From an optimization exercise on the open Yosys and OpenROAD flow, aimed at small area; shortcuts taken in it are not production practice.
The RTL was checked by simulation tests, not by an equivalence proof against the original design.
The clock port is modelled as an ideal driver; clocking choices that lean on that would not hold on a real chip.
Power figures rest on the tool's default switching activity, not on a simulated workload.

<file path="flow/design.v">
module spi_drive#(
    parameter                           P_DATA_WIDTH        = 8                 ,  
    parameter                           P_OP_LEN            = 32                ,  
    parameter                           P_CPOL              = 0                 ,   
    parameter                           P_CPHL              = 0                 ,  
    parameter                           P_READ_DATA_WIDTH   = 8                 
)(
    input                               i_clk                               ,        
    input                               i_rst                               ,        
    output                              o_spi_clk                           ,        
    output                              o_spi_cs                            ,        
    output                              o_spi_mosi                          ,        
    input                               i_spi_miso                          ,        
    input   [P_OP_LEN- 1:0]             i_user_op_data                      ,        
    input   [1:0]                       i_user_op_type                      ,        
    input   [15:0]                      i_user_op_len                       ,        
    input   [15:0]                      i_user_clk_len                      ,        
    input                               i_user_op_valid                     ,        
    output                              o_user_op_ready                     ,        
    input   [P_DATA_WIDTH-1:0]          i_user_write_data                   ,        
    output                              o_user_write_req                    ,        
    output  [P_READ_DATA_WIDTH - 1:0]   o_user_read_data                    ,        
    output                              o_user_read_valid                            
);
localparam                                      P_OP_TYPE_INS   =   0       ,
                                                P_OP_READ       =   1       ,
                                                P_OP_WRITE      =   2       ;
reg                                                     ro_spi_clk                                              ;
reg                                                     ro_spi_cs                                               ;
reg                                                     ro_spi_mosi                                             ;
reg                                                     ro_user_op_ready                                        ; 
reg                                                     ro_user_write_req                                       ;     
reg [P_READ_DATA_WIDTH - 1:0]                           ro_user_read_data                                       ;     
reg                                                     ro_user_read_valid                                      ;     
assign                                                  o_spi_clk                =     ro_spi_clk               ;
assign                                                  o_spi_cs                 =     ro_spi_cs                ;
assign                                                  o_spi_mosi               =     ro_spi_mosi              ;
assign                                                  o_user_op_ready          =     ro_user_op_ready         ;
assign                                                  o_user_write_req         =     ro_user_write_req        ;
assign                                                  o_user_read_data         =     ro_user_read_data        ;
assign                                                  o_user_read_valid        =     ro_user_read_valid       ;
reg                                                     r_run                                                   ;
reg [15:0]                                              r_cnt                                                   ;
reg                                                     r_spi_cnt                                               ;
reg [15:0]                                              r_req_cnt                                               ;        
reg                                                     ro_user_write_req_1d                                    ;
reg [15:0]                                              r_read_cnt                                              ;
reg [P_OP_LEN - 1:0]                                    r_user_op_data                                          ;
reg [1:0]                                               r_user_op_type                                          ;
reg [15:0]                                              r_user_op_len                                           ;
reg [15:0]                                              r_user_clk_len                                          ;
reg [P_DATA_WIDTH - 1:0]                                r_user_write_data                                       ;
wire                                                    w_spi_active                                            ;
assign                                                  w_spi_active = i_user_op_valid & o_user_op_ready        ;
always@(posedge i_clk or posedge i_rst)
begin
    if (i_rst) begin
        r_user_op_type <= 'd0;
        r_user_op_len  <= 'd0;
        r_user_clk_len <= 'd0;
    end else if (w_spi_active) begin
        r_user_op_type <= i_user_op_type;
        r_user_op_len  <= i_user_op_len ;
        r_user_clk_len <= i_user_clk_len;
    end else begin
        r_user_op_type <= r_user_op_type;
        r_user_op_len  <= r_user_op_len ;
        r_user_clk_len <= r_user_clk_len;
    end
end
always@(posedge i_clk or posedge i_rst)
begin
    if (i_rst)
        r_run <= 'd0;
    else if (r_spi_cnt && r_cnt == r_user_clk_len - 1)                   
        r_run <= 'd0;
    else if (w_spi_active)
        r_run <= 'd1;
    else
        r_run <= r_run;
end
always@(posedge i_clk or posedge i_rst)
begin
    if (i_rst)
        r_spi_cnt <= 'd0;
    else if (r_run && r_spi_cnt)
        r_spi_cnt <= 'd0;
    else if (r_run)
        r_spi_cnt <= r_spi_cnt + 1;
    else 
        r_spi_cnt <= r_spi_cnt;
end
always@(posedge i_clk or posedge i_rst)
begin
    if (i_rst)
        r_cnt <= 'd0;
    else if (r_run && r_spi_cnt && r_cnt == r_user_clk_len - 1)
        r_cnt <= 'd0;
    else if (r_run && r_spi_cnt)
        r_cnt <= r_cnt + 1;
    else    
        r_cnt <= r_cnt;
end 
always@(posedge i_clk or posedge i_rst)
begin
    if (i_rst)
        ro_spi_clk <= P_CPOL;
    else if (r_run)
        ro_spi_clk <= ~ro_spi_clk;
    else    
        ro_spi_clk <= P_CPOL;
end
always@(posedge i_clk or posedge i_rst)
begin
    if (i_rst)
        ro_spi_cs <= 'd1;
    else if (w_spi_active)
        ro_spi_cs <= 'd0;
    else if (!r_run)                 
        ro_spi_cs <= 'd1;
    else 
        ro_spi_cs <= ro_spi_cs;
end
always@(posedge i_clk or posedge i_rst)
begin
    if (i_rst)
        ro_user_op_ready <= 'd1;
    else if (w_spi_active)
        ro_user_op_ready <= 'd0;
    else if (!r_run)
        ro_user_op_ready <= 'd1;         
    else 
        ro_user_op_ready <= ro_user_op_ready;
end
always@(posedge i_clk or posedge i_rst)
begin
    if (i_rst)
        r_user_op_data <= 'd0;
    else if (w_spi_active)
        r_user_op_data <= i_user_op_data << 1;
    else if (r_spi_cnt)
        r_user_op_data <= r_user_op_data << 1;
    else 
        r_user_op_data <= r_user_op_data;
end
always@(posedge i_clk or posedge i_rst)
begin
    if (i_rst)
        ro_user_write_req <= 'd0;
    else if (                       r_cnt > r_user_clk_len - 5                     ) 
        ro_user_write_req <= 'd0;
    else if (i_user_op_type == P_OP_WRITE && r_cnt === r_user_op_len -3 &&   r_spi_cnt   ||    i_user_op_type == P_OP_WRITE && r_req_cnt == 'd15           )
        ro_user_write_req <= 'd1;
    else 
        ro_user_write_req <= 'd0;
end
always@(posedge i_clk or posedge i_rst)
begin
    if (i_rst)
        r_req_cnt <= 'd0;
    else if (r_req_cnt == 'd15)
        r_req_cnt <= 'd0;
    else if (ro_user_write_req || (i_user_op_type == P_OP_WRITE && r_req_cnt > 0))
        r_req_cnt <= r_req_cnt + 1;
    else 
        r_req_cnt <= 'd0;
end
always@(posedge i_clk or posedge i_rst)
begin
    if (i_rst)
        ro_spi_mosi <= 'd0;
    else if (w_spi_active)  
        ro_spi_mosi <= i_user_op_data[i_user_op_len - 1];     
    else if (r_spi_cnt && r_cnt < r_user_op_len -1)
        ro_spi_mosi <= r_user_op_data[r_user_op_len - 1];
    else if (i_user_op_type == P_OP_WRITE && r_spi_cnt && r_cnt >= r_user_op_len -1)      
        ro_spi_mosi <= r_user_write_data[7];
    else 
        ro_spi_mosi <= ro_spi_mosi;
end
always@(posedge i_clk or posedge i_rst)
begin
    if (i_rst)
        ro_user_write_req_1d <= 'd0;
    else
        ro_user_write_req_1d <= ro_user_write_req;       
end
always@(posedge i_clk or posedge i_rst)
begin
    if (i_rst)
        r_user_write_data <= 'd0;
    else if (ro_user_write_req_1d)
        r_user_write_data <= i_user_write_data;
    else if (i_user_op_type == P_OP_WRITE && r_spi_cnt && r_cnt >= r_user_op_len -1)
        r_user_write_data <= r_user_write_data << 1;
    else 
        r_user_write_data <= r_user_write_data;
end
always@(posedge i_clk or posedge i_rst)
begin
    if (i_rst)
        r_read_cnt <= 'd0;
    else if (r_read_cnt == P_DATA_WIDTH - 1 && r_spi_cnt)                
        r_read_cnt <= 'd0;
    else if (r_user_op_type == P_OP_READ && r_cnt >= r_user_op_len && r_spi_cnt)
        r_read_cnt <= r_read_cnt + 1;
    else 
        r_read_cnt <= r_read_cnt;
end
always@(posedge i_clk or posedge i_rst)
begin
    if (i_rst)
        ro_user_read_data <= 'd0;
    else if (r_cnt == r_user_clk_len - 1 && r_spi_cnt)
        ro_user_read_data <= 'd0;
    else if (r_user_op_type == P_OP_READ && r_cnt >= r_user_op_len - 1 && r_spi_cnt)
        ro_user_read_data <= {ro_user_read_data[P_DATA_WIDTH-2:0], i_spi_miso};
    else 
        ro_user_read_data <= ro_user_read_data;
end
always@(posedge i_clk or posedge i_rst)
begin
    if (i_rst)
        ro_user_read_valid <= 'd0;
    else if (r_user_op_type == P_OP_READ && r_cnt >= r_user_op_len - 1 && r_read_cnt == P_READ_DATA_WIDTH - 2 && r_spi_cnt)
        ro_user_read_valid <= 'd1;
    else 
        ro_user_read_valid <= 'd0;
end
endmodule
</file>
<file path="flow/run.sh">
#!/bin/bash
# synth_recipe.tcl (not shown) runs the flow's synth.tcl, then flattens the netlist and writes it again
# the make line also repeats each setting of config.mk as NAME=value (left out here)
make -C /OpenROAD-flow-scripts/flow DESIGN_CONFIG=/design/flow/config.mk WORK_HOME=/design/flow/orfs CLKGATE_MAP_FILE= SYNTH_SCRIPT=/design/flow/synth_recipe.tcl finish
</file>
<file path="flow/config.mk">
export PLATFORM = sky130hd
export DESIGN_NAME = spi_drive
export DESIGN_NICKNAME = spi_drive
export VERILOG_FILES = /design/flow/design.v
export SDC_FILE = /design/flow/constraint.sdc
export NUM_CORES = 4
export LEC_CHECK = 0
export CAP_MARGIN = 20
export CORE_MARGIN = 2
export CORE_UTILIZATION = 40
export SLEW_MARGIN = 20
</file>
<file path="flow/constraint.sdc">
create_clock -name core_clock -period 5.0 [get_ports {i_clk}]
set_input_delay 1.0000 -clock core_clock [delete_from_list [all_inputs] [get_ports {i_clk}]]
set_output_delay 1.0000 -clock core_clock [all_outputs]
set_load 0.01 [all_outputs]
</file>
==> metrics list, run 1 <==
- Number of flops mapped to enable cells by yosys: 0
* Area of combinational cells with multiple inputs: 5750 µm²
* TritonCTS sink count: 137
* Power per cell area: 473 nW/µm²
- In this run the post-CTS setup repair buffer count came out at 0.
- The internal power of the cells totals 0.00316 W.
* Worst Skew: 13.8 ps
- Count of TritonRoute iterations in the first routing pass: 5
- Vertical die dimension: 159 µm
- IR analysis of the VDD net gives a maximum drop of 0.198 mV.
- Half-perimeter wire length of the detailed placement result: 16500 µm
- Cell seen most often among critical-path stages: nand4_1
* WHS Endpoint: ro_spi_clk
- Summed over all nets, the switching power comes to 0.00217 W.
- Synthesis instantiated 82 different standard cells from the library.
- The first global-routing pass estimated 36700 µm of wire.
* Maximum number of pins on one net before global-route repair: 99
* Highest clock rate: 0.246 GHz
* Path class of the lowest-slack min-delay path: flip-flop to flip-flop
- The initialized floorplan defines 56 standard-cell rows.
* Required arrival time at the worst endpoint: 5310 ps
* Count of buffer and inverter cells on the critical path: 1
- Of the cells placed in the final design, the portion with a size suffix greater than 1 is 0.131.
* Synth Warn #: 1
- Top-area cell type share of the netlist area: 0.356
- After clock tree synthesis, the clock-pin slew on the worst setup and hold paths is 70 ps.
* Chip width: 159 µm
- Number of nets with antenna violations after detailed routing: 0
* Routed via count: 7326
- The largest single stage delay on the critical path is 520 ps.
- The clock reaches the later pin of the worst-skew pair after 420 ps.
- The die covers 25100 µm².
- In this run the mean area of a mapped cell was 9.74 µm².
- The worst setup path is captured at a flip-flop.
- Layout overhead on the synthesized area: 18.2%
- 0 antenna diodes ended up in the layout.
- In the final layout, flip-flops and latches occupy 3430 µm².
- The number of antenna violations at the first check in global routing is 0.
* Level count of the clock H-tree: 4
- HP Start: ro_spi_clk
- Of all nets on the critical path, the largest fanout is 10.
- Reg-to-reg setup timing slack: 940 ps
- CTS root buf: clkbuf_16
- The analysis attributes to cell leakage a power of 4.77 nW.
* Seq/Total Area, Yosys: 0.359
- In the routed design, unresolved DRC markers number 0.
- Post-Synthesis Net Count: 1116
- The flow ran to the end and the layout has no timing, DRC or antenna violations.
- The worst register-to-register path ends at ro_spi_mosi.
* Final critical delay including setup and external delays: 4060 ps
- Synthesis handed over a netlist of 981 instances.
* Fraction of power spent switching nets: 0.407
- The kind of cell with the highest combined delay along the critical path is simple AND/OR/NAND/NOR gates.
* Vias in the first global route: 7105
* Arrival time at the worst endpoint: 4370 ps
- The final number of hold-violating endpoints came to 0.
- The layout has 2172 filler cells.
- Part of the cycle the worst path needs: 0.812
* Worst hold path cell count: 1
- By startpoint and endpoint, the worst setup path is classified as flip-flop to flip-flop.
- The count of buffers added on input and output ports is 91.
- Number of top-level pins: 92
- Startpoint kind of the worst setup timing path: flip-flop
* Sequence of cells on the critical path: nor4_4 -> and3_1 -> nand4_1 -> xnor2_1 -> ha_1 -> nand4_1 -> or3_1 -> nor3_1 -> a211oi_1 -> nor3b_2 -> buf_4 -> mux2_1 -> a311o_1
- Setup violations remaining at the end of the flow were counted as 0.
- The share of total power dissipated in combinational logic is 0.426.
- For this configuration, the core starts out at a cell density of 0.407.
- Of the total power, registers draw 0.347.
- Setup repair after global routing left no endpoint under its margin.
- Counting along the longest clock path gives a buffer depth of 2.
- The startpoint identified for the worst register-to-register timing path is r_user_op_len[2].
- Number of cells on the worst reg-to-reg path: 13
* Iteration-0 DRC count of the detailed router: 335
* Detail-routed via count per cell: 5.30
- Hold-fix buffer count after cts: 0
- Number of max-cap violations: 0
- Critical path's slowest cell: dfrtp_1
- Final hold analysis gives a worst-case slack of 425 ps.
- Syn Std Cell Area: 9550 µm²
* Floorplan Core Area: 23500 µm²
- Leading post-synthesis cells by cell area: dfrtp_1 (36%), ha_1 (7.5%), mux2i_1 (5.7%)
- Relative slew margins: 0.348
* Aggregate global routing overflow: 0
* Count of final max-slew check failures: 0
- Setup TNS after final layout: 0 ps
- Once layout is complete, the utilization of the core stands at 0.481.
- Post-detailed-route wirelength per cell: 16.1 µm
* Wirelength, routed: 22300 µm
- Count of nets after finishing: 1186
- At the end of routability-driven placement, the weighted congestion stood at 0.878.
* GRT Util Overall: 0.185
* Slew at the pin with the worst max-slew slack: 971 ps
- The share of total power dissipated in the clock network is 0.227.
- Flip-flop and latch count after synthesis: 137
- The synthesized design spends more area on one cell type than any other, namely dfrtp_1.
- In this run, CTS created clock tree buffers numbering 17.
- The most used flip-flop cell after synthesis is dfrtp_1.
- For this run, asynchronously set or reset flops after synthesis account for 1.00.
- TritonCTS built the clock tree.
- Once the clock tree was built, the resizer swapped 0 gates to a different size.
-- area by class of cell --
type / instances / area share
multi-input combinational: 755 / 0.510
inverter: 38 / 0.0131
sequential: 137 / 0.304
clock inverter: 15 / 0.0122
tap: 319 / 0.0354
timing repair buffer: 102 / 0.0880
clock buffer: 17 / 0.0377
-- registers in the layout (all words and copies together), names as in the netlist, 2 cells and up --
name	cells
r_cnt	16
r_read_cnt	16
r_req_cnt	16
r_user_clk_len	16
r_user_op_data	31
r_user_op_len	16
r_user_op_type	2
r_user_write_data	8
ro_user_read_data	8
-- layer usage --
layer	routed length, µm	track usage
met3	799	0.0278
met1	11100	0.276
met5	0	0
met4	337	0.0588
met2	9970	0.276
-- how the worst max path moves through the flow --
stage                     start           to  depth (start not counted)
2_1_floorplan             i_rst     r_cnt[0]                          1
3_3_place_gp   r_user_op_len[2]  ro_spi_mosi                         13
3_5_place_dp   r_user_op_len[2]  ro_spi_mosi                         13
4_1_cts        r_user_op_len[2]  ro_spi_mosi                         13
5_1_grt        r_user_op_len[2]  ro_spi_mosi                         13
6_report       r_user_op_len[2]  ro_spi_mosi                         13
-- through the flow --
| step | total power, W | setup slack, ps | cells | cell area (µm²) |
|---|---|---|---|---|
| after floorplan | 0.00358 | 334 | 981 | 9550 |
| after global placement | 0.00411 | 1040 | 1351 | 10700 |
| after detailed placement | 0.00414 | 928 | 1351 | 10700 |
| after CTS | 0.00537 | 922 | 1383 | 11300 |
| after global routing | 0.00575 | 599 | 1383 | 11300 |
| final | 0.00533 | 939 | 1383 | 11300 |
-- layout by cell type (no fill, tap or decap), types with 11 or more instances in the layout --
master,n
a21oi_1,57
and3_1,17
buf_4,11
clkbuf_16,17
clkdlybuf4s50_1,91
dfrtp_1,135
ha_1,57
inv_1,37
mux2_2,36
mux2i_1,54
mux4_2,17
nand2_1,68
nand3_1,27
nand4_1,18
nor2_1,105
nor3_1,22
nor4_1,16
o21ai_0,31
xnor2_1,49
xor2_1,46
-- synth_stat cells, types with 4 or more instances --
| cell | number |
|---|---|
| nor2_2 | 10 |
| o21a_1 | 5 |
| a21oi_1 | 57 |
| nand2_1 | 69 |
| and3_1 | 17 |
| xnor2_1 | 49 |
| o21ai_0 | 31 |
| buf_2 | 10 |
| nand2b_1 | 4 |
| nor3_1 | 22 |
| nand3_1 | 27 |
| mux2i_1 | 54 |
| mux2_2 | 36 |
| mux4_2 | 17 |
| and2_1 | 5 |
| clkbuf_1 | 29 |
| nand4_1 | 18 |
| a21o_1 | 6 |
| nor2_1 | 105 |
| a211oi_1 | 7 |
| nor3b_1 | 4 |
| inv_1 | 38 |
| xor2_1 | 46 |
| nor2b_1 | 9 |
| a31oi_1 | 4 |
| dfrtp_1 | 136 |
| nor4_1 | 16 |
| nand3b_1 | 5 |
| or4_1 | 6 |
| or2_2 | 4 |
| nor4_4 | 4 |
| ha_1 | 57 |
| buf_1 | 6 |
-- worst reg2reg max path, cell delays in order (launching register included) --
cell and delay (ps):
dfrtp_1 520, nor4_4 520, and3_1 330, nand4_1 140
xnor2_1 160, ha_1 310, nand4_1 140, or3_1 410
nor3_1 240, a211oi_1 140, nor3b_2 190, buf_4 210
mux2_1 340, a311o_1 300
-- power by group through the flow --
stage	sequential, W	combinational, W	clock, W
after floorplan	0.00161	0.00197	0
after global placement	0.00186	0.00225	0
after detailed placement	0.00187	0.00227	0
after CTS	0.00185	0.00229	0.00124
after global routing	0.00191	0.00254	0.00129
final	0.00185	0.00227	0.00121
-- kinds of logic after synthesis --
kind of cell / synth area share
buf+inv: 0.0398
xor+xnor: 0.0888
simple gates: 0.196
fa+ha+maj: 0.0747
compound gates: 0.0986
mux: 0.143
flops: 0.359
==> run 2, diff against run 1 <==
==> flow/design.v (replaced) <==
module spi_drive#(
    parameter                           P_DATA_WIDTH        = 8                 ,
    parameter                           P_OP_LEN            = 32                ,
    parameter                           P_CPOL              = 0                 ,
    parameter                           P_CPHL              = 0                 ,
    parameter                           P_READ_DATA_WIDTH   = 8
)(
    input                               i_clk                               ,
    input                               i_rst                               ,
    output                              o_spi_clk                           ,
    output                              o_spi_cs                            ,
    output                              o_spi_mosi                          ,
    input                               i_spi_miso                          ,
    input   [P_OP_LEN- 1:0]             i_user_op_data                      ,
    input   [1:0]                       i_user_op_type                      ,
    input   [15:0]                      i_user_op_len                       ,
    input   [15:0]                      i_user_clk_len                      ,
    input                               i_user_op_valid                     ,
    output                              o_user_op_ready                     ,
    input   [P_DATA_WIDTH-1:0]          i_user_write_data                   ,
    output                              o_user_write_req                    ,
    output  [P_READ_DATA_WIDTH - 1:0]   o_user_read_data                    ,
    output                              o_user_read_valid
);
reg             r_idle;          
reg             r_sck;           
reg [15:0]      r_rem;           
reg [1:0]       r_grp;           
reg             r_dph;           
reg [31:0]      r_dat;
wire            w_wr    = i_user_op_type[1];
wire            w_rd    = i_user_op_type[0];
wire            w_hi_nz = |r_rem[15:3];
wire            w_run   = w_hi_nz | (|r_rem[2:0]);
wire            w_lo1   = r_rem[2:0] == 3'd1;
wire            w_lo2   = r_rem[2:0] == 3'd2;
wire            w_last  = w_lo1 & (r_grp == 2'd0);       
wire            w_req   = ~r_idle & w_wr & w_lo2 & w_hi_nz & (r_dph | (r_grp == 2'd0));
always @(posedge i_clk or posedge i_rst)
begin
    if (i_rst) begin
        r_idle <= 1'b1;
        r_sck  <= 1'b0;
    end else begin
        r_idle <= r_idle ? ~i_user_op_valid : ~w_run;
        r_sck  <= ~r_idle & ~r_sck & w_run;
    end
end
wire [4:0]      w_len_m1 = i_user_op_len[4:0] - 5'd1;
always @(posedge i_clk)
begin
    if (r_idle) begin
        r_rem <= i_user_clk_len;
        r_grp <= w_len_m1[4:3];
        r_dph <= 1'b0;
    end else if (r_sck) begin
        r_rem <= r_rem - 16'd1;
        if (w_lo1)
            r_grp <= r_grp - 2'd1;
        if (w_last)
            r_dph <= 1'b1;
    end
end
always @(posedge i_clk)
begin
    if (r_idle)
        r_dat <= i_user_op_data;
    else begin
        if (w_req & r_sck & ~r_grp[0])
            r_dat[15:8] <= i_user_write_data;
        if (w_req & r_sck &  r_grp[0])
            r_dat[7:0]  <= i_user_write_data;
        if (r_sck & (r_dph | w_last))
            r_dat[31:24] <= {r_dat[30:24], i_spi_miso};
    end
end
wire [31:0]     w_perm;
genvar g, b;
generate
    for (g = 0; g < 4; g = g + 1) begin : gperm
        for (b = 0; b < 8; b = b + 1) begin : bperm
            assign w_perm[8*g + b] = r_dat[8*g + ((b + 7) % 8)];
        end
    end
endgenerate
wire [1:0]      w_sel_grp = r_dph ? {1'b0, r_grp[0]} : r_grp;
wire            w_bit     = w_perm[{w_sel_grp, r_rem[2:0]}];
assign o_spi_clk         = r_sck;
assign o_spi_cs          = r_idle;
assign o_user_op_ready   = r_idle;
assign o_spi_mosi        = r_dph ? (w_wr ? (w_bit & w_run) : r_dat[0]) : w_bit;
assign o_user_write_req  = w_req & ~r_sck;
assign o_user_read_data  = r_dat[31:24];
assign o_user_read_valid = ~r_idle & w_rd & r_dph & ~r_sck & w_lo1;
endmodule
==> run 2 against run 1 <==
Effect of this change:
- synthesized area down 69%
- register-to-register slack better by 1500 ps
- largest power group is now registers
- via count down 72%
- first-iteration DRC count down 80%
- still clean on timing, DRC and antenna
==> metrics list, run 2 <==
* Setup TNS after final layout: 0 ps
* Clock latency on the worst-skew pair: 310 ps
- Final hold violation count: 0
* Worst VDD drop: 0.119 mV
- For this run, the number of Yosys warnings is 1.
- CTS root buf: clkbuf_8
* Post-Synthesis Net Count: 344
* Critical path depth in cells: 8
- Path class of the lowest-slack min-delay path: flip-flop to flip-flop
- Global Route met1 Usage: 0.198
* Leading post-synthesis cells by cell area: edfxtp_1 (51%), nand2_1 (7.7%), mux2i_1 (4.1%)
- The worst setup path is launched from a flip-flop.
- The final count of pins violating max slew came to 0.
- Total of cells resized after clock tree synthesis: 0
* Arrival time at the worst endpoint: 3190 ps
- During placement, the flow inserted port buffers numbering 80.
- Each instance of the synthesized netlist takes up on average 11.3 µm².
- For the pin with the worst max-slew slack, the measured transition is 918 ps.
- Layer with the highest usage: met2
* Outcome: finished clean
* Number of antenna violations at the first check in global routing: 0
- Register ranked first by flip-flop count: r_dat
- Leading area contributor after synthesis: edfxtp_1
* Count of TritonRoute iterations in the first routing pass: 4
- The filler cells instantiated in the layout total 654.
* Syn Inst Count: 261
- In the synthesized netlist the dominant register cell turns out to be edfxtp_1.
- Setup repair after global routing left no endpoint under its margin.
* Syn Std Cell Area: 2940 µm²
- The floorplan step set the die height to 89.7 µm.
* Global-route wire length before repair: 9360 µm
- Multiplexer share of the synthesized area: 0.118
* Floorplan Core Area: 7180 µm²
* Leading cell types in the layout, fill and taps excluded: clkdlybuf4s50_1 (80), nand2_1 (60), edfxtp_1 (50), o21ai_0 (17), mux2i_1 (12)
- The share of the Yosys chip area taken by registers is 0.536.
- Derived from the worst setup path, the maximum achievable clock frequency is 0.239 GHz.
- Number of nets with antenna violations after detailed routing: 0
- The commonest cells after synthesis are nand2_1 (60), edfxtp_1 (50), o21ai_0 (19).
* Clock input transition at the sequential cells of the worst setup and hold paths: 90 ps
* Crit path max-delay family: flip-flops
- Wirelength, routed: 5980 µm
* Most used standard cell by instance count after synthesis: nand2_1
- Leakage component of the power: 1.37 nW
- The initial utilization of the core area, before any placement, comes to 0.409.
- Core Rows: 31
- Summed over all layers, the global routing overflow is 0.
- Final critical delay including setup and external delays: 4190 ps
* Layout overhead on the synthesized area: 31.1%
- The H-tree was split into 2 levels.
* Number of library cell types mapped by synthesis: 44
* Part of the cycle the worst path needs: 0.837
- The compound-gate portion of the synthesized area is 0.0699.
* Half-perimeter wire length of the detailed placement result: 4350 µm
- Number of top-level pins: 92
- Synth Area in Simple Gates: 0.163
- The slowest stage of the critical path is the edfxtp_1 cell.
* Worst hold path cell count: 1
- The setup path with the least slack is of type flip-flop to output pin.
- Iteration-0 DRC count of the detailed router: 68
* Worst Skew: 5.28 ps
* Post-detailed-route wirelength per cell: 13.9 µm
- Flip-flop and latch area: 1570 µm²
- In the final layout, the share of cells above drive strength 1 is 0.0758.
- Diode insertion count for antenna repair: 0
* Fraction of registers with async set or reset after synthesis: 0.0377
- Cell seen most often among critical-path stages: ha_1
- Core utilization of the finished layout: 0.537
- The via count of the first global-routing pass was 1993.
* Required arrival time at the worst endpoint: 4000 ps
* Post-Synth XOR/XNOR Area: 0.0328
- Most frequent standard cell in the layout excluding fill and tap cells: clkdlybuf4s50_1
* Relative slew margins: 0.388
- The share of synthesized area in the top cell type comes to 0.511.
- Detailed routing inserted a total of 2086 vias.
* Count of buffer and inverter cells on the critical path: 2
- Sequence of cells on the critical path: inv_1 -> ha_1 -> ha_1 -> nor4b_1 -> nand4_1 -> a21oi_1 -> a311oi_1 -> clkdlybuf4s50_1
* Maximum single-stage delay on the critical path: 960 ps
- For this run, global-route usage on met3 was measured as 0.0347.
* RD Place Congestion: 0.770
* Total Die Area: 8040 µm²
- Power spread over the standard cell area amounts to 297 nW/µm².
- Counting along the longest clock path gives a buffer depth of 2.
- Detail-routed via count per cell: 4.86
- Hold-fix buffer count after cts: 0
- At the end of the flow, the number of nets in the layout was 412.
- Number of buffers created by CTS: 5
- Number of flip-flops in the largest register: 32
- The worst setup path is captured at an output pin.
- Chip width: 89.7 µm
- Met2 track demand over resource in global routing: 0.259
- GRT Util Overall: 0.153
- For this design, the sink count on the clock tree is 53.
- Setup Buffers After CTS: 0
- Area of combinational cells with multiple inputs: 1190 µm²
* Residual DRC: 0
- Of the total synthesized cell area, the portion taken by full adders, half adders and majority gates is 0.0213.
* Maximum number of pins on one net before global-route repair: 64
* TritonCTS clock tree: built
* Peak fanout along the critical path: 17
- Number of max-cap violations: 0
* Number of flops mapped to enable cells by yosys: 50
* Main combinational cell family by area after synthesis: simple AND/OR/NAND/NOR gates
- The number of cells on the worst reg-to-reg path is 6.
- Flip-flop and latch count after synthesis: 53
- In the final layout, the registers with the most flip-flops are r_dat (32), r_rem (16), r_grp (2).
- Final setup violation count: 0
## run 2: layout make-up
class,instances,area share
Sequential cell,53,0.409
Timing Repair Buffer,82,0.212
Inverter,10,0.00975
Multi-Input combinational cell,177,0.308
Clock inverter,3,0.0114
Tap cell,99,0.0322
Clock buffer,5,0.0179
## run 2: layer usage
layer | vias up | part of all wire
met4 | 0 | 0.0085
met1 | 954 | 0.45
met3 | 5 | 0.051
met2 | 56 | 0.49
met5 | - | 0
li1 | 1071 | -
## run 2: power breakdown
part | leakage [nW] | switching [W] | internal, W
Sequential | 0.497 | 0.0000584 | 0.000544
Clock | 0.0585 | 0.000143 | 0.000150
Combinational | 0.817 | 0.0000976 | 0.000149
## run 2: logic make-up (layout without fill, tap and decap cells)
kind of cell,Yosys count,after routing
muxes,26,26
DFF,53,53
xor gates and xnor gates,11,11
adders and majority gates,5,5
AOI/OAI and AO/OA,34,34
buffers and inverters,31,100
and+or+nand+nor,101,101
## run 2: stage by stage
stage	hold WS, ps	total power (W)	setup WS [ps]	instance area [µm²]	std cells
2_1_floorplan	548	0.000750	2180	2940	261
5_1_grt	646	0.00121	570	3850	429
3_3_place_gp	596	0.000857	1100	3740	421
3_5_place_dp	604	0.000861	1100	3740	421
4_1_cts	621	0.00116	739	3850	429
6_report	622	0.00114	814	3850	429
## run 2: worst paths after layout
kind | startpoint | end | slack (ps)
setup / recovery | r_rem[0] | o_spi_mosi | 810
hold / removal | r_dat[25] | r_dat[26] | 620
setup reg to reg | r_rem[0] | r_dat[6] | 2420
hold reg to reg | r_dat[25] | r_dat[26] | 620
max in group asynchronous | i_rst | r_idle | 3950
min in group asynchronous | i_rst | r_sck | 860
==> run 3, diff against run 2 <==
--- a/flow/design.v
+++ b/flow/design.v
@@ -34,2 +34,3 @@
 wire            w_run   = w_hi_nz | (|r_rem[2:0]);
+wire            w_lo0   = r_rem[2:0] == 3'd0;
 wire            w_lo1   = r_rem[2:0] == 3'd1;
@@ -38,2 +39,3 @@
 wire            w_req   = ~r_idle & w_wr & w_lo2 & w_hi_nz & (r_dph | (r_grp == 2'd0));
+wire            w_wload = w_req & r_sck;
 always @(posedge i_clk or posedge i_rst)
@@ -48,3 +50,2 @@
 end
-wire [4:0]      w_len_m1 = i_user_op_len[4:0] - 5'd1;
 always @(posedge i_clk)
@@ -53,10 +54,8 @@
         r_rem <= i_user_clk_len;
-        r_grp <= w_len_m1[4:3];
+        r_grp <= i_user_op_len[4:3];
         r_dph <= 1'b0;
-    end else if (r_sck) begin
-        r_rem <= r_rem - 16'd1;
-        if (w_lo1)
-            r_grp <= r_grp - 2'd1;
-        if (w_last)
-            r_dph <= 1'b1;
+    end else begin
+        r_rem <= r_rem - {15'd0, r_sck};
+        r_grp <= r_grp - {1'b0, r_sck & w_lo0};
+        r_dph <= r_dph | (r_sck & w_last);
     end
@@ -68,21 +67,17 @@
     else begin
-        if (w_req & r_sck & ~r_grp[0])
-            r_dat[15:8] <= i_user_write_data;
-        if (w_req & r_sck &  r_grp[0])
-            r_dat[7:0]  <= i_user_write_data;
+        if (w_wload) begin
+            r_dat[7]    <= i_user_write_data[7];
+            r_dat[14:9] <= i_user_write_data[6:1];
+            if (r_grp[0])
+                r_dat[0] <= i_user_write_data[0];
+            else
+                r_dat[8] <= i_user_write_data[0];
+        end
         if (r_sck & (r_dph | w_last))
-            r_dat[31:24] <= {r_dat[30:24], i_spi_miso};
+            r_dat[23:16] <= {r_dat[22:16], i_spi_miso};
     end
 end
-wire [31:0]     w_perm;
-genvar g, b;
-generate
-    for (g = 0; g < 4; g = g + 1) begin : gperm
-        for (b = 0; b < 8; b = b + 1) begin : bperm
-            assign w_perm[8*g + b] = r_dat[8*g + ((b + 7) % 8)];
-        end
-    end
-endgenerate
-wire [1:0]      w_sel_grp = r_dph ? {1'b0, r_grp[0]} : r_grp;
-wire            w_bit     = w_perm[{w_sel_grp, r_rem[2:0]}];
+wire [31:0]     w_rot   = {r_dat[30:0], r_dat[31]};
+wire [1:0]      w_sel   = {r_grp[1] & ~r_dph, r_grp[0] | (r_dph & ~w_lo1)};
+wire            w_bit   = w_rot[{w_sel, r_rem[2:0]}];
 assign o_spi_clk         = r_sck;
@@ -92,3 +87,3 @@
 assign o_user_write_req  = w_req & ~r_sck;
-assign o_user_read_data  = r_dat[31:24];
+assign o_user_read_data  = r_dat[23:16];
 assign o_user_read_valid = ~r_idle & w_rd & r_dph & ~r_sck & w_lo1;
--- a/flow/config.mk
+++ b/flow/config.mk
@@ -9,3 +9,3 @@
 export CORE_MARGIN = 2
-export CORE_UTILIZATION = 40
+export CORE_UTILIZATION = 75
 export SLEW_MARGIN = 20
==> run 3 against run 2 <==
Effect of this change:
- the flow now stops in 3_3_place_gp
- synthesized cell count decreased by 11%
- synthesized area decreased by 10%
==> metrics list, run 3 <==
- By area the synthesized netlist is led by edfxtp_1 (36%), dfxtp_1 (14%), mux2_2 (6.8%).
- Syn Inst Count: 231
* Core Rows: 21
- After synthesis the cells add up to 2640 µm².
- Top post-synthesis cells by count: edfxtp_1 (32), nand2_1 (27), dfxtp_1 (19)
* Flip-flop and latch count after synthesis: 53
- Number of top-level pins: 92
* Synth Warn #: 1
- For this configuration, the core starts out at a cell density of 0.783.
- Seq/Total Area, Yosys: 0.528
* Number of flops mapped to enable cells by yosys: 32
- Leading area contributor after synthesis: edfxtp_1
- Fraction of registers with async set or reset after synthesis: 0.0377
- The tool reported: "[ERROR GPL-0301] Utilization 106.623 % exceeds 100%".
* Chip width: 63.3 µm
* IO Port Bufs: 77
* Mean post-synth cell area: 11.4 µm²
- The run ended at 3_3_place_gp.
* Most instantiated flip-flop cell in the synthesis netlist: edfxtp_1
* Number of library cell types mapped by synthesis: 38
- Vertical die dimension: 63.3 µm
- Top-area cell type share of the netlist area: 0.365
- When the netlist entered floorplanning its net count stood at 312.
- edfxtp_1 is the most common cell in the netlist.
- Outcome: aborted with a tool error
-- run 3: cell types whose count changed after synthesis, moves of 7 or more --
| cell | previous run | this run |
|---|---|---|
| nand2_1 | 60 | 27 |
| xnor2_1 | 3 | 10 |
| edfxtp_1 | 50 | 32 |
| mux2_2 | 9 | 16 |
| dfxtp_1 | 1 | 19 |
-- run 3: logic make-up after synthesis --
family | synth area share
xor gates and xnor gates | 0.0499
buffers and inverters | 0.0527
DFF | 0.528
and+or+nand+nor | 0.146
AOI/OAI and AO/OA | 0.0703
adders and majority gates | 0.0142
muxes | 0.139
==> run 4, diff against run 3 <==
--- a/flow/config.mk
+++ b/flow/config.mk
@@ -9,3 +9,3 @@
 export CORE_MARGIN = 2
-export CORE_UTILIZATION = 75
+export CORE_UTILIZATION = 55
 export SLEW_MARGIN = 20
==> run 4 against run 3 <==
Effect of this change:
- the run now finishes clean
- synthesized cell count unchanged
- synthesized area unchanged
==> metrics list, run 4 <==
* Outcome: finished clean
- In the synthesized netlist, the number of instances is 231.
* Proportion of layout cells with a drive suffix above 1: 0.101
- Of the synthesized area, sequential elements account for 0.528.
- Global-route wire length before repair: 8660 µm
* Launching point of the worst reg2reg path: r_rem[0]
- Iteration-0 DRC count of the detailed router: 182
- In this run the number of H-tree levels came out at 2.
- After filler insertion, the fill cell instance count of the layout stands at 348.
- Of the post-synthesis cell area, the dominant cell type holds 0.365.
- Most frequent standard cell in the layout excluding fill and tap cells: clkdlybuf4s50_1
- The biggest area contributor in the post-synthesis netlist is edfxtp_1.
- Leading post-synthesis cells by cell area: edfxtp_1 (36%), dfxtp_1 (14%), mux2_2 (6.8%)
- In this run the worst hold path is classified as flip-flop to flip-flop.
- Synth Warn #: 1
- Maximum count of clock buffers along a single path: 2
* Half-perimeter wire length of the detailed placement result: 3790 µm
* Top post-synthesis cells by count: edfxtp_1 (32), nand2_1 (27), dfxtp_1 (19)
- The routed design could run at a clock period as short as 3670 ps.
- Clock latency on the worst-skew pair: 300 ps
* TritonCTS sink count: 53
- Number of flops mapped to enable cells by yosys: 32
* Number of cells on the worst reg-to-reg path: 9
- Clock input transition at the sequential cells of the worst setup and hold paths: 90 ps
- Total Die Area: 5360 µm²
- Vertical die dimension: 73.2 µm
- The register with the most flip-flops in the layout has 32 of them.
- In this run the static leakage power is 1.22 nW.
* Setup repair after global routing missed its margin: false
- Required arrival time at the worst endpoint: 4000 ps
- RD Place Congestion: 0.862
- Buffers inserted to repair hold after CTS numbered 0.
- Mean post-synth cell area: 11.4 µm²
* Setup Buffers After CTS: 0
* Critical Setup Path Class: flip-flop to output pin
* Floorplan Core Area: 4660 µm²
- Across all register-to-register paths, the minimum setup slack is 2450 ps.
- Most instantiated flip-flop cell in the synthesis netlist: edfxtp_1
* Number of nets with antenna violations after detailed routing: 0
- Dividing the detail-routed via count by the number of cells gives 5.47.
- For this design the top-level I/O count stands at 92.
* Arrival time at the worst endpoint: 2670 ps
* Initial Utilization: 0.565
- The final count of pins violating max slew was 0.
- Hold is met by 567 ps.
- Final setup violation count: 0
- Diode insertion count for antenna repair: 0
- TritonCTS clock tree: built
- GRT Util Overall: 0.216
* Aggregate global routing overflow: 0
- The number of antenna violations at the first check in global routing was 0.
* HP Start: r_rem[14]
* Part of the cycle the worst path needs: 0.734
* Fraction of registers with async set or reset after synthesis: 0.0377
- Count of TritonRoute iterations in the first routing pass: 4
- Wires add up to 5160 µm.
* Maximum number of pins on one net before global-route repair: 60
* Leading cell types in the layout, fill and taps excluded: clkdlybuf4s50_1 (77), edfxtp_1 (32), nand2_1 (27), dfxtp_1 (19)
- More flip-flops sit in one register than any other, and that register is r_dat.
- Post-detailed-route wirelength per cell: 14.7 µm
* Number of library cell types mapped by synthesis: 38
- Port buffering added 77 buffers.
- Power per cell area: 433 nW/µm²
- Final hold violation count: 0
* Post-Synthesis Net Count: 312
- Across all layers, the routed design uses 1926 vias.
- For this run, the top clock speed supported by timing is 0.273 GHz.
- Flip-flop and latch count after synthesis: 53
- Chip width: 73.2 µm
- Endpoint type of the worst setup path: output pin
- WHS Endpoint: r_rem[14]
* Relative slew margins: 0.642
* Core utilization of the finished layout: 0.746
* Number of buffers created by CTS: 5
* Most used standard cell by instance count after synthesis: edfxtp_1
- The via count of the first global-routing pass was 1817.
- Summed over all failing endpoints, the final setup total negative slack is 0 ps.
- Across the routed clock network, the largest skew measured is 3.97 ps.
- Slew at the pin with the worst max-slew slack: 536 ps
- CTS root buf: clkbuf_8
* Peak fanout along the critical path: 9
- The initialized floorplan defines 25 standard-cell rows.
* Number of max-cap violations: 0
- Across the VDD grid, the largest voltage drop is 0.309 mV.
- Reg-to-reg endpoint: r_rem[14]
- The synthesized netlist occupies a cell area of 2640 µm².
- After clock tree synthesis, the repair step resized 0 gates.
- For this run, the post-layout net count is 378.
- Layout overhead on the synthesized area: 32.0%
- Residual DRC: 0
- The worst hold path was traced through 2 stages.
- Largest registers ranked by flip-flop count: r_dat (32), r_rem (16), r_grp (2)
- The worst setup path is launched from a flip-flop.
-- run 4: report_power, final --
part / switching (W) / internal (W) / leakage [nW]
clock network: 0.000132 / 0.000148 / 0.0528
logic: 0.000208 / 0.000290 / 0.696
registers: 0.000150 / 0.000580 / 0.474
-- run 4: per-stage QoR --
stage / total power (W) / setup WS (ps) / area, µm² / instances
after detailed placement: 0.00123 / 1420 / 3370 / 344
after CTS: 0.00151 / 1320 / 3480 / 352
final: 0.00151 / 1330 / 3480 / 352
after global routing: 0.00161 / 1210 / 3480 / 352
after floorplan: 0.00106 / 2440 / 2640 / 231
after global placement: 0.00122 / 1430 / 3370 / 344
-- run 4: per-layer routing --
layer | track usage | vias to the layer above | share of wire
met5 | 0 | - | 0
met3 | 0.0428 | 7 | 0.058
met4 | 0.0741 | 0 | 0.014
met1 | 0.289 | 904 | 0.44
met2 | 0.349 | 61 | 0.49
li1 | - | 954 | -
-- run 4: kinds of logic after synthesis --
kind of cell | count (synthesis) | share of synthesized area
AO/OA/AOI/OAI | 32 | 0.0703
adder cells (fa/ha/maj) | 3 | 0.0142
flip-flops | 53 | 0.528
multiplexers | 32 | 0.139
buffers and inverters | 26 | 0.0527
AND/OR/NAND/NOR | 70 | 0.146
XOR/XNOR | 15 | 0.0499
-- run 4: area by class of cell --
| class | instances | area [µm²] | area share |
|---|---|---|---|
| flip-flops and latches | 53 | 1390 | 0.400 |
| multi-input cells | 152 | 1100 | 0.317 |
| clock buffers | 6 | 72.6 | 0.0209 |
| inverters | 6 | 22.5 | 0.00647 |
| clock inverters | 2 | 33.8 | 0.00971 |
| repair buffers | 79 | 786 | 0.226 |
| well taps | 54 | 67.6 | 0.0194 |
-- run 4: worst max-delay path, stage by stage (launching register included) --
cell,delay (ps)
dfxtp_1,670
mux4_2,580
mux2_2,290
o221ai_1,190
a41oi_1,130
clkdlybuf4s50_1,510
-- run 4: how the worst max path moves through the flow --
stage / startpoint / endpoint
floorplan: r_rem[0] / o_spi_mosi
global placement: i_user_op_type[1] / o_user_write_req
detailed placement: i_user_op_type[1] / o_user_write_req
CTS: r_rem[0] / o_spi_mosi
global route: r_rem[0] / o_spi_mosi
finish: r_rem[0] / o_spi_mosi
==> run 5, diff against run 4 <==
==> flow/flow/run.sh (new file) <==
#!/bin/bash
# Standard layout, with the smallest buffer on the ports instead of ORFS's default choice.
set -euo pipefail
export BUFFER_PORTS_ARGS="-buffer_cell sky130_fd_sc_hd__buf_1"
bash standard.sh finish > standard.log 2>&1
==> flow/standard.sh (new file) <==
#!/bin/bash
# synth_recipe.tcl (not shown) runs the flow's synth.tcl, then flattens the netlist and writes it again
# the make line also repeats each setting of config.mk as NAME=value (left out here)
make -C /OpenROAD-flow-scripts/flow DESIGN_CONFIG=/design/flow/config.mk WORK_HOME=/design/flow/orfs CLKGATE_MAP_FILE= SYNTH_SCRIPT=/design/flow/synth_recipe.tcl "${@:-finish}"
--- a/flow/config.mk
+++ b/flow/config.mk
@@ -9,3 +9,4 @@
 export CORE_MARGIN = 2
-export CORE_UTILIZATION = 55
+export CORE_UTILIZATION = 75
+export CTS_BUF_LIST = sky130_fd_sc_hd__clkbuf_8
 export SLEW_MARGIN = 20
removed: flow/run.sh
==> run 5 against run 4 <==
Effect of this change:
- routed wire length up 9.9%
- clock skew about the same
- clock-buffer cell count decreased by 1
- critical path depth unchanged
- first-iteration DRC count shrank 2.7%
- worst hold slack worse by 62 ps
- register-to-register slack is essentially flat
- cell count decreased by 2.6%
- worst setup slack improved by 25 ps
- sequential power up 3.6%
- total power decreased by 6.4%
- utilization increased by 13 points
==> metrics list, run 5 <==
* Minimum setup slack in the final design: 1360 ps
- In the final layout, flip-flops and latches occupy 1390 µm².
- After the first detailed-routing iteration, the DRC count stood at 177.
- Floorplan Core Area: 3360 µm²
- Critical Setup Path Class: flip-flop to output pin
* Count of TritonRoute iterations in the first routing pass: 6
* RD Place Congestion: 0.886
* Area of combinational cells with multiple inputs: 1100 µm²
- Endpoint type of the worst setup path: output pin
* Leading cell types in the layout, fill and taps excluded: buf_1 (77), edfxtp_1 (32), nand2_1 (27), dfxtp_1 (19)
- Number of library cell types mapped by synthesis: 38
- TritonCTS sink count: 53
- 0 antenna diodes ended up in the layout.
- CTS root buf: clkbuf_8
- Number of cells on the worst reg-to-reg path: 8
- Reg-to-reg endpoint: r_rem[10]
- Aggregate global routing overflow: 0
- During I/O placement, the number of pins put on the boundary was 92.
* Minimum setup slack after placement: 1720 ps
- Setup total negative slack on the finished layout was measured at 0 ps.
- At the worst endpoint, the arrival time is 2640 ps.
* Final critical delay including setup and external delays: 3640 ps
- Setup Buffers After CTS: 0
- Metal3 WL: 425 µm
* Outcome: finished clean
* TritonCTS clock tree: built
- Number of flops mapped to enable cells by yosys: 32
* Clock latency on the worst-skew pair: 300 ps
- Ranked by total cell area, the synthesized netlist is headed by edfxtp_1 (36%), dfxtp_1 (14%), mux2_2 (6.8%).
- IR analysis of the VDD net gives a maximum drop of 0.379 mV.
* Largest registers ranked by flip-flop count: r_dat (32), r_rem (16), r_grp (2)
- Vias in the first global route: 1979
- Setup violations remaining at the end of the flow were counted as 0.
- Clock input transition at the sequential cells of the worst setup and hold paths: 80 ps
- The H-tree was split into 2 levels.
- Total of cells resized after clock tree synthesis: 0
- IO Port Bufs: 77
- Number of max-cap violations: 0
- After clock tree synthesis, the flow added hold-fix buffers numbering 0.
- Number of buffers created by CTS: 5
- Syn Std Cell Area: 2640 µm²
* Synth Warn #: 1
* Number of nets with antenna violations after detailed routing: 0
- The first global-routing pass estimated 9380 µm of wire.
- Top routing layer used: met4
* Post-detailed-route wirelength per cell: 16.5 µm
- The clock passes through at most 2 buffers.
- The routed design has 5670 µm of wire.
- In this run the critical register-to-register path is launched from r_rem[0].
* Top post-synthesis cells by count: edfxtp_1 (32), nand2_1 (27), dfxtp_1 (19)
- Most used standard cell by instance count after synthesis: edfxtp_1
- The final count of pins violating max slew came to 0.
- The register with the most flip-flops in the layout has 32 of them.
- Detailed placement finished with a half-perimeter wire length of 3860 µm.
- Across every metal layer, demand over resource in global routing totals 0.311.
* Fraction of registers with async set or reset after synthesis: 0.0377
- In the final layout, the share of cells above drive strength 1 is 0.0943.
- Data on the critical path is required at its endpoint by 4000 ps.
- Filler cell count in the final layout: 179
- Slew at the pin with the worst max-slew slack: 922 ps
- Chip width: 63.3 µm
* Seq/Total Area, Yosys: 0.528
- In the routed design, unresolved DRC markers number 0.
* Routed via count: 2031
- Syn Inst Count: 231
* Final hold violation count: 0
- Core utilization of the finished layout: 0.878
* Initial Utilization: 0.783
* Reg-to-reg setup timing slack: 2460 ps
- In this run the worst path has a maximum fanout of 16.
* Relative slew margins: 0.385
- Vertical die dimension: 63.3 µm
- Maximum number of pins on one net before global-route repair: 47
- The net count of the finished layout is 377.
- Path class of the lowest-slack min-delay path: primary input to async pin
- Using the TritonRoute via totals, the vias-per-cell ratio works out to 5.92.
* Part of the cycle the worst path needs: 0.729
- For this block, wires on met1 add up to 2130 µm.
- For this run, the top clock speed supported by timing is 0.274 GHz.
* Leading area contributor after synthesis: edfxtp_1
- Number of antenna violations at the first check in global routing: 0
- Most instantiated flip-flop cell in the synthesis netlist: edfxtp_1
* Most frequent standard cell in the layout excluding fill and tap cells: buf_1
- In this run the core area contains 21 standard-cell rows.
- The die covers 4000 µm².
- Top-area cell type share of the netlist area: 0.365
- The worst setup path is launched from a flip-flop.
- Ranked by flip-flop count, first place goes to r_dat.
- Compared with the post-synthesis result, the final layout area differs by 12.1%.
- Post-Synthesis Net Count: 312
* Flip-flop and latch count after synthesis: 53
* Power per cell area: 478 nW/µm²
* Mean post-synth cell area: 11.4 µm²
* Sum of met2 wire segment lengths after detailed routing: 2970 µm
- Worst Skew: 4.12 ps
* Leakage component of the power: 1.01 nW
* Setup repair after global routing missed its margin: false
==> run 5: cell count changes in the layout (fill, tap and decap cells not counted) <==
cell	previous run	this run
buf_1	0	77
clkdlybuf4s50_1	77	0
inv_1	6	9
buf_4	2	1
bufinv_16	1	0
clkbuf_1	1	0
clkinv_1	1	0
==> run 5: cells by family (layout without fill, tap and decap cells) <==
| kind of cell | after synthesis | after routing | synth area share |
|---|---|---|---|
| multiplexers | 32 | 32 | 0.139 |
| AND/OR/NAND/NOR | 70 | 70 | 0.146 |
| adder cells (fa/ha/maj) | 3 | 3 | 0.0142 |
| AO/OA/AOI/OAI | 32 | 32 | 0.0703 |
| XOR/XNOR | 15 | 15 | 0.0499 |
| flip-flops | 53 | 53 | 0.528 |
| buffers and inverters | 26 | 92 | 0.0527 |
==> run 5: worst max path at each step <==
stage,startpoint,to,slack [ps],cells after the start
floorplan,r_rem[0],o_spi_mosi,2440,5
global placement,r_rem[0],o_spi_mosi,1740,5
detailed placement,r_rem[0],o_spi_mosi,1720,5
CTS,r_rem[0],o_spi_mosi,1380,5
global route,r_rem[0],o_spi_mosi,1190,5
finish,r_rem[0],o_spi_mosi,1360,5
==> run 5: critical path, stage by stage, from the launching register on <==
cell and delay [ps]:
dfxtp_1 930, mux4_2 600, mux2_2 290, o221ai_1 200, a41oi_1 150, buf_1 160
==> run 5: layout make-up <==
cell class              count  area share
flip-flops and latches     53       0.472
multi-input cells         152       0.374
repair buffers             78       0.100
clock buffers               5      0.0233
well taps                  46      0.0195
inverters                   6     0.00763
clock inverters             3     0.00381
==> run 5: power by group <==
part | internal (W) | switching [W]
Combinational | 0.000218 | 0.000213
Sequential | 0.000581 | 0.000175
Clock | 0.0000936 | 0.000130
Total | 0.000892 | 0.000518
==> run 5: stage by stage <==
step                      instance area [µm²]  total power (W)  hold WS, ps  cells
final                                    2950          0.00141          504    343
after global routing                     2950          0.00149          492    343
after CTS                                2950          0.00140          501    343
after detailed placement                 2870          0.00117          541    335
after global placement                   2870          0.00114          532    335
after floorplan                          2640          0.00106          509    231
==> run 5: metal layers <==
layer / vias to the layer above / GRT usage
met5: - / 0
met4: 0 / 0.122
met3: 22 / 0.0750
met2: 122 / 0.559
met1: 930 / 0.357
li1: 957 / -
==> run 6, diff against run 5 <==
==> flow/flow/run.sh (replaced) <==
#!/bin/bash
# Standard layout, except: abc maps for area (flow/synth_area.tcl), and the ports get the
# smallest buffer instead of ORFS's default choice.
set -euo pipefail
export BUFFER_PORTS_ARGS="-buffer_cell sky130_fd_sc_hd__buf_1"
bash standard.sh SYNTH_SCRIPT="$PWD/flow/synth_area.tcl" finish > standard.log 2>&1
==> flow/flow/area.abc (new file) <==
&get -n
&st
&syn2
&synch2
&nf -a -R 1000
&put
==> flow/flow/synth_area.tcl (new file) <==
# The standard synthesis (synth_recipe.tcl), with abc mapping for area instead of speed:
# abc gets flow/area.abc as its script. Registers are mapped before abc, so they are unchanged.
set ::area_abc [file normalize [file join [file dirname [file normalize [info script]]] area.abc]]
proc ::swap_abc {n1 n2 op} {
  set i [lsearch -exact $::abc_args -script]
  if {$i >= 0} {
    set ::abc_args [lreplace $::abc_args [expr {$i + 1}] [expr {$i + 1}] $::area_abc]
  }
}
trace add variable ::abc_args write ::swap_abc
source [file join [file dirname [file dirname [file normalize [info script]]]] synth_recipe.tcl]
==> run 6 against run 5 <==
Effect of this change:
- worst hold slack worse by 11 ps
- clock-buffer cell count up 1
- first-iteration DRC count down 7.3%
- utilization up 4.4 points
- critical path type unchanged
- highest routed layer unchanged
==> metrics list, run 6 <==
* Register ranked first by flip-flop count: r_dat
* Seq/Total Area, Yosys: 0.561
* Half-perimeter wire length of the detailed placement result: 3580 µm
- Crit path max-delay family: flip-flops
- Maximum count of clock buffers along a single path: 2
- At the worst endpoint, the required time is 4000 ps.
* Startpoint kind of the worst setup timing path: flip-flop
* Detail-routed via count per cell: 5.64
- Count of buffer and inverter cells on the critical path: 1
- Maximum number of pins on one net before global-route repair: 40
- Most instantiated flip-flop cell in the synthesis netlist: edfxtp_1
- Of the total power, combinational logic draws 0.275.
- Worst Hold Slack: 493 ps
- Level count of the clock H-tree: 2
- Of the total synthesized cell area, the portion taken by full adders, half adders and majority gates is 0.0151.
- In this run the power spent charging and discharging nets is 0.000425 W.
* TritonCTS clock tree: built
* Power per cell area: 456 nW/µm²
- Leading post-synthesis cells by cell area: edfxtp_1 (39%), dfxtp_1 (15%), mux4_2 (9.1%)
* Top-area cell type share of the netlist area: 0.387
- The layout has 123 filler cells.
* Post-Synthesis Net Count: 281
* Leading cell types in the layout, fill and taps excluded: buf_1 (77), edfxtp_1 (32), nand2_1 (30), dfxtp_1 (19), o21ai_0 (18)
* Number of nets with antenna violations after detailed routing: 0
- RD Place Congestion: 0.783
- The area growth from synthesis to layout is 15.3%.
- Registers take 1390 µm².
- The register with the most flip-flops in the layout has 32 of them.
- Leading area contributor after synthesis: edfxtp_1
- The run finished with no timing, DRC or antenna violations.
- Prior to clock tree synthesis, the placed netlist has a worst setup slack of 1660 ps.
- Number of top-level pins: 92
- The critical path goes through nand2_1 -> a21oi_1 -> mux4_2 -> a41oi_1 -> o21ai_0 -> buf_1.
- Area of combinational cells with multiple inputs: 998 µm²
* CTS root buf: clkbuf_8
* Fraction of power spent switching nets: 0.326
* Global-route wire length before repair: 7390 µm
- GRT Util Overall: 0.287
* Total Die Area: 3780 µm²
- Vertical die dimension: 61.5 µm
* Synth Warn #: 1
- For the finished layout, the period the worst path requires is 3650 ps.
- The portion of synthesized area spent on multiplexers is 0.167.
* Post-Synth XOR/XNOR Area: 0.0459
- The detailed router placed 1812 vias in this run.
* Count of final max-slew check failures: 0
* Chip width: 61.5 µm
- Clock-pin slew was measured on the worst setup and hold paths at 90 ps.
- Initial Utilization: 0.800
- Once placement finished, the instance area stood at 2770 µm².
- Of all nets on the critical path, the largest fanout is 11.
- Vias in the first global route: 1675
* Wirelength, routed: 4870 µm
- After synthesis the netlist holds a flip-flop and latch count of 53.
- Residual DRC: 0
- Aggregate global routing overflow: 0
- Maximum single-stage delay on the critical path: 770 ps
* TritonCTS sink count: 53
- Count of nets after finishing: 357
- The number of antenna violations at the first check in global routing was 0.
* Final hold violation count: 0
- Critical path's slowest cell: dfxtp_1
* Final setup violation count: 0
- Dividing the detail-routed wire length by the instance count gives 15.2 µm.
- Leakage component of the power: 0.944 nW
* Part of the cycle the worst path needs: 0.731
- Buffers added to address setup during post-CTS repair amount to 0.
- Buffers inserted during clock tree synthesis total 5.
* Clock latency on the worst-skew pair: 310 ps
- VDD sags by at most 0.303 mV.
- Setup repair after global routing left no endpoint under its margin.
- The first detailed-routing pass took 4 iterations.
* Total of cells resized after clock tree synthesis: 0
- The repair_antennas step left the layout with diodes totalling 0.
* Highest clock rate: 0.274 GHz
- Core Rows: 20
- Critical Setup Path Class: flip-flop to output pin
- Max-cap violations in this run came to 0.
* Internal portion of total power: 0.000879 W
* Number of flops mapped to enable cells by yosys: 32
- Share of total power in the clock network: 0.189
- Port buffering added 77 buffers.
- Floorplan Core Area: 3100 µm²
- In this run, distinct cell masters in the synthesized netlist total 30.
* Setup TNS after final layout: 0 ps
- Of the total synthesized cell area, the portion taken by AND, OR, NAND and NOR gates is 0.110.
- Arrival time at the worst endpoint: 2650 ps
- The largest registers in the layout are r_dat (32), r_rem (16), r_grp (2).
- Top post-synthesis cells by count: edfxtp_1 (32), nand2_1 (30), dfxtp_1 (19)
- Most frequent standard cell in the layout excluding fill and tap cells: buf_1
* Slew at the pin with the worst max-slew slack: 688 ps
* Most used standard cell by instance count after synthesis: edfxtp_1
- Relative slew margins: 0.541
- The tightest min-delay check is of the primary input to async pin type.
* Syn Std Cell Area: 2480 µm²
- Worst Skew: 7.50 ps
- The compound-gate portion of the synthesized area is 0.0640.
* Proportion of layout cells with a drive suffix above 1: 0.0722
* Mean post-synth cell area: 12.4 µm²
- The number of hold buffers added after CTS was 0.
- STA classifies the critical path endpoint as an output pin.
- Of the total power, registers draw 0.536.
- Fraction of registers with async set or reset after synthesis: 0.0377
* Syn Inst Count: 200
- Iteration-0 DRC count of the detailed router: 164
- Main combinational cell family by area after synthesis: multiplexers
- Post-route standard cell area excluding fillers: 2860 µm²
* Minimum setup slack in the final design: 1350 ps
-- run 6: cell count changes after synthesis, sizes merged, moves of 3 or more --
cell and delta:
nor3 -3, clkinv +6, mux2i -12, a22oi -3, clkbuf -7, nor2b -4
mux4 +8, nand2 +3, nand3 -3, nor2 +5, nand2b -3, buf -4
inv -6
-- run 6: kinds of logic (layout without fill, tap and decap cells) --
group | count (synthesis) | in the layout
AO/OA/AOI/OAI | 29 | 29
XOR/XNOR | 13 | 13
adder cells (fa/ha/maj) | 3 | 3
buffers and inverters | 15 | 92
flip-flops | 53 | 53
multiplexers | 27 | 27
AND/OR/NAND/NOR | 60 | 60
-- run 6: path summary, 6_finish.rpt --
kind                       startpoint  cells past startpoint  slack [ps]         end
max in group asynchronous       i_rst                      2        4320      r_idle
hold / removal                  i_rst                      2         490       r_sck
min in group core_clock      r_rem[6]                      2         500    r_rem[6]
setup / recovery             r_rem[0]                      6        1350  o_spi_mosi
hold reg to reg              r_rem[6]                      2         500    r_rem[6]
setup reg to reg             r_rem[0]                      9        2250   r_rem[12]
-- run 6: power groups by stage --
stage | combinational, W | sequential [W] | clock [W]
after floorplan | 0.000294 | 0.000666 | 0
after global routing | 0.000400 | 0.000715 | 0.000264
after CTS | 0.000360 | 0.000696 | 0.000250
after detailed placement | 0.000357 | 0.000702 | 0
final | 0.000359 | 0.000698 | 0.000247
after global placement | 0.000340 | 0.000699 | 0
-- run 6: worst reg2reg max path, cell delays in order (launching register included) --
cell	delay, ps
dfxtp_1	530
clkinv_1	170
ha_1	190
ha_1	210
nor3b_1	450
nand2_1	180
or3_1	400
nor4_1	260
xnor2_1	170
o21ai_0	90
-- run 6: layout make-up --
type / instances / area share
Tap cell: 44 / 0.0192
Inverter: 6 / 0.00787
Multi-Input combinational cell: 132 / 0.349
Timing Repair Buffer: 78 / 0.104
Clock buffer: 6 / 0.0289
Clock inverter: 2 / 0.00481
Sequential cell: 53 / 0.487
-- run 6: metal layers --
layer | vias up | part of all wire | global-route usage
met5 | - | 0 | 0
met4 | 0 | 0.032 | 0.146
met3 | 17 | 0.066 | 0.0693
met2 | 86 | 0.49 | 0.477
met1 | 822 | 0.41 | 0.349
li1 | 887 | - | -
-- run 6: per-stage QoR --
| stage | instances | utilization | total power (W) |
|---|---|---|---|
| finish | 321 | 0.922 | 0.00130 |
| global route | 321 | 0.922 | 0.00138 |
| CTS | 321 | 0.922 | 0.00131 |
| detailed placement | 313 | 0.891 | 0.00106 |
| global placement | 313 | 0.891 | 0.00104 |
| floorplan | 200 | - | 0.000960 |
==> run 7, diff against run 6 <==
==> flow/flow/run.sh (replaced) <==
#!/bin/bash
# Standard layout, except: abc maps for area (flow/synth_area.tcl); the ports get the
# smallest buffer instead of ORFS's default choice; CTS adds no dummy loads, and each clock
# buffer is then sized down as far as the clock pin slews allow (flow/post_cts.tcl).
set -euo pipefail
export BUFFER_PORTS_ARGS="-buffer_cell sky130_fd_sc_hd__buf_1"
export CTS_ARGS="-sink_clustering_enable -repair_clock_nets -dont_use_dummy_load -buf_list sky130_fd_sc_hd__clkbuf_8"
export POST_CTS_TCL="$PWD/flow/post_cts.tcl"
bash standard.sh SYNTH_SCRIPT="$PWD/flow/synth_area.tcl" finish > standard.log 2>&1
==> flow/flow/post_cts.tcl (new file) <==
set clk_sizes {sky130_fd_sc_hd__clkbuf_2 sky130_fd_sc_hd__clkbuf_4 sky130_fd_sc_hd__clkbuf_8 sky130_fd_sc_hd__clkbuf_16}
set clk_slew_target 0.105

proc worst_clk_pin_slew {} {
  set w 0
  foreach pin [get_pins -hierarchical */CLK] {
    set s [get_property $pin slew_max]
    if {$s > $w} { set w $s }
  }
  return $w
}

set clk_bufs {}
foreach inst [[ord::get_db_block] getInsts] {
  if {[string match clkbuf_* [$inst getName]] && [string match sky130_fd_sc_hd__clkbuf_* [[$inst getMaster] getName]]} {
    lappend clk_bufs $inst
  }
}
# the root (clkbuf_0_*) first, then the leaves
set clk_bufs [lsort -command {apply {{a b} {string compare [$a getName] [$b getName]}}} $clk_bufs]
estimate_parasitics -placement
puts "post_cts: worst clock pin slew before [worst_clk_pin_slew]"
foreach inst $clk_bufs {
  set name [$inst getName]
  set orig [[$inst getMaster] getName]
  set chosen $orig
  foreach size $clk_sizes {
    if {$size eq $orig} { break }
    replace_cell [get_cells $name] $size
    estimate_parasitics -placement
    if {[worst_clk_pin_slew] < $clk_slew_target} { set chosen $size; break }
  }
  if {[[$inst getMaster] getName] ne $chosen} {
    replace_cell [get_cells $name] $chosen
  }
  puts "post_cts: $name $orig -> $chosen"
}
estimate_parasitics -placement
puts "post_cts: worst clock pin slew after [worst_clk_pin_slew]"
detailed_placement
check_placement -verbose
==> run 7 against run 6 <==
Effect of this change:
- worst setup slack lost 100 ps
- combinational power grew 2%
- fmax shrank 2.7%
- non-clock buffer count is the same
- design area shrank 1.5%
- first-iteration DRC count grew 5.5%
- largest cell class unchanged
- clock skew grew 14 ps
- still clean on timing, DRC and antenna
- critical path type unchanged
==> metrics list, run 7 <==
- The number of antenna violations at the first check in global routing was 0.
- Top-area cell type share of the netlist area: 0.387
- Peak fanout along the critical path: 11
* Arrival time at the worst endpoint: 2760 ps
* Fraction of registers with async set or reset after synthesis: 0.0377
- The worst register-to-register path ends at r_rem[12].
* RD Place Congestion: 0.783
- Count of nets after finishing: 357
- Summed over all layers, the global routing overflow is 0.
- Counting cells, the worst reg-to-reg path comes to 9.
* Top post-synthesis cells by count: edfxtp_1 (32), nand2_1 (30), dfxtp_1 (19)
* Critical Setup Path Class: flip-flop to output pin
- The first routing iteration left 173 violations.
* Setup repair after global routing missed its margin: false
- Path class of the lowest-slack min-delay path: primary input to async pin
- Dividing the synthesized area by the synthesized cell count gives 12.4 µm².
- Final critical delay including setup and external delays: 3760 ps
* Most used standard cell by instance count after synthesis: edfxtp_1
- The via count of the first global-routing pass was 1714.
* Setup TNS after final layout: 0 ps
- Worst setup path endpoint: o_spi_mosi
- Floorplan Core Area: 3100 µm²
- The floorplan step defined a die boundary enclosing 3780 µm².
- Once detail routing completed, the nets flagged for antenna violations numbered 0.
- Slew at the pin with the worst max-slew slack: 682 ps
- Half-perimeter wire length of the detailed placement result: 3580 µm
- GRT Util Overall: 0.290
* Number of top-level pins: 92
- Filler cell count in the final layout: 130
- The biggest area contributor in the post-synthesis netlist is edfxtp_1.
- Leading post-synthesis cells by cell area: edfxtp_1 (39%), dfxtp_1 (15%), mux4_2 (9.1%)
- For this run, the number of Yosys warnings is 1.
- Of the available clock period, the critical path in the final layout requires 0.751.
- Leakage component of the power: 0.923 nW
- Proportion of layout cells with a drive suffix above 1: 0.0620
- The register with the most flip-flops in the layout has 32 of them.
* Layout overhead on the synthesized area: 13.6%
* Required arrival time at the worst endpoint: 4000 ps
* Post-detailed-route wirelength per cell: 15.6 µm
- After clock tree synthesis, the clock-pin slew on the worst setup and hold paths is 80 ps.
- The critical path starts at r_rem[0].
* Worst Skew: 21.4 ps
* Post-Synthesis Net Count: 281
* Register ranked first by flip-flop count: r_dat
- For this block, the routed nets add up to 4950 µm of wire.
- Counting every instance in the synthesized netlist gives 200.
- Power per cell area: 445 nW/µm²
* TritonCTS clock tree: built
- In the layout the commonest cells are buf_1 (77), edfxtp_1 (32), nand2_1 (30), dfxtp_1 (19), o21ai_0 (18).
* Flip-flop and latch count after synthesis: 53
- Number of max-cap violations: 0
* Core Rows: 20
* Routed via count: 1825
* Global-route wire length before repair: 7440 µm
- Diode insertion count for antenna repair: 0
* Most frequent standard cell in the layout excluding fill and tap cells: buf_1
* Launching point of the worst reg2reg path: r_rem[0]
- Outcome: finished clean
* Maximum number of pins on one net before global-route repair: 40
- The worst pin sits at a relative slew slack of 0.544.
- Startpoint kind of the worst setup timing path: flip-flop
- Among all flip-flop cells after synthesis, the most frequent one is edfxtp_1.
- The initial utilization of the core area, before any placement, comes to 0.800.
* Chip width: 61.5 µm
- Number of flops mapped to enable cells by yosys: 32
- Vertical die dimension: 61.5 µm
- Count of final max-slew check failures: 0
- The pre-antenna-repair detailed-routing pass consisted of 4 iterations.
* Final setup violation count: 0
- The final number of hold-violating endpoints came to 0.
- The worst setup path is captured at an output pin.
- Core utilization of the finished layout: 0.908
- The number of different library cells used by synthesis comes to 30.
* Final Power: 0.00125 W
* Reg-to-reg setup timing slack: 2330 ps
- Syn Std Cell Area: 2480 µm²
- For this run, design rule violations remaining after detail routing come to 0.
- TritonCTS sink count: 53
- Largest registers ranked by flip-flop count: r_dat (32), r_rem (16), r_grp (2)
- After detailed routing, the number of vias per cell comes to 5.74.
- Seq/Total Area, Yosys: 0.561
- In this run the tool buffered the top-level ports with 77 buffer cells.
* Highest clock rate: 0.266 GHz
* Worst VDD drop: 0.309 mV
- For the worst-skew pair, the clock arrives at the later sink with an insertion delay of 420 ps.
## run 7: kinds of logic (layout without fill, tap and decap cells)
kind of cell	after synthesis	count (layout)	synth area share
simple gates	60	60	0.110
flops	53	53	0.561
compound gates	29	29	0.0640
mux	27	27	0.167
buf+inv	15	89	0.0363
xor+xnor	13	13	0.0459
fa+ha+maj	3	3	0.0151
## run 7: stage by stage
step / std cells / cell area (µm²) / worst slack, ps / hold slack, ps
2_1_floorplan: 200 / 2480 / 1980 / 451
3_3_place_gp: 313 / 2770 / 1680 / 462
3_5_place_dp: 313 / 2770 / 1660 / 471
5_1_grt: 318 / 2820 / 999 / 411
6_report: 318 / 2820 / 1240 / 406
## run 7: final cells by class
cell class | count | area [µm²] | area share
tap | 44 | 55.1 | 0.0195
clock buffer | 5 | 53.8 | 0.0191
timing repair buffer | 78 | 297 | 0.105
sequential | 53 | 1390 | 0.494
multi-input combinational | 132 | 998 | 0.354
inverter | 6 | 22.5 | 0.00799
## run 7: how the worst min path moves through the flow
stage / from / end / slack [ps] / cells past startpoint
final: i_rst / r_sck / 410 / 2
after global routing: i_rst / r_sck / 410 / 2
after detailed placement: r_rem[6] / r_rem[6] / 470 / 2
after global placement: r_rem[6] / r_rem[6] / 460 / 2
after floorplan: r_rem[6] / r_rem[6] / 450 / 2
## run 7: report_power, final
part / total (W) / switching (W) / internal, W / leakage, nW
clock: 0.000190 / 0.000122 / 0.0000680 / 0.0303
sequential: 0.000698 / 0.000135 / 0.000563 / 0.474
combinational: 0.000366 / 0.000162 / 0.000204 / 0.419
total: 0.00125 / 0.000419 / 0.000835 / 0.923
## run 7: metal layers
metal,up-vias,track usage,wire [µm]
li1,881,-,-
met1,816,0.344,1890
met2,108,0.492,2500
met3,20,0.0525,368
met4,0,0.173,189
met5,-,0,0
## run 7: worst max-delay path: stages (launching register included)
cell     delay, ps
dfxtp_1        770
nand2_1        210
a21oi_1        330
mux4_2         560
a41oi_1        210
o21ai_0        110
buf_1          160

Check on run 7: ideal ports give 1.244 ns setup slack; a clkbuf_16 on the clock port and buf_2 on the inputs give 1.219 ns; moving port delays by the midpoint clock arrival (0.432 ns) as well gives 1.651 ns.
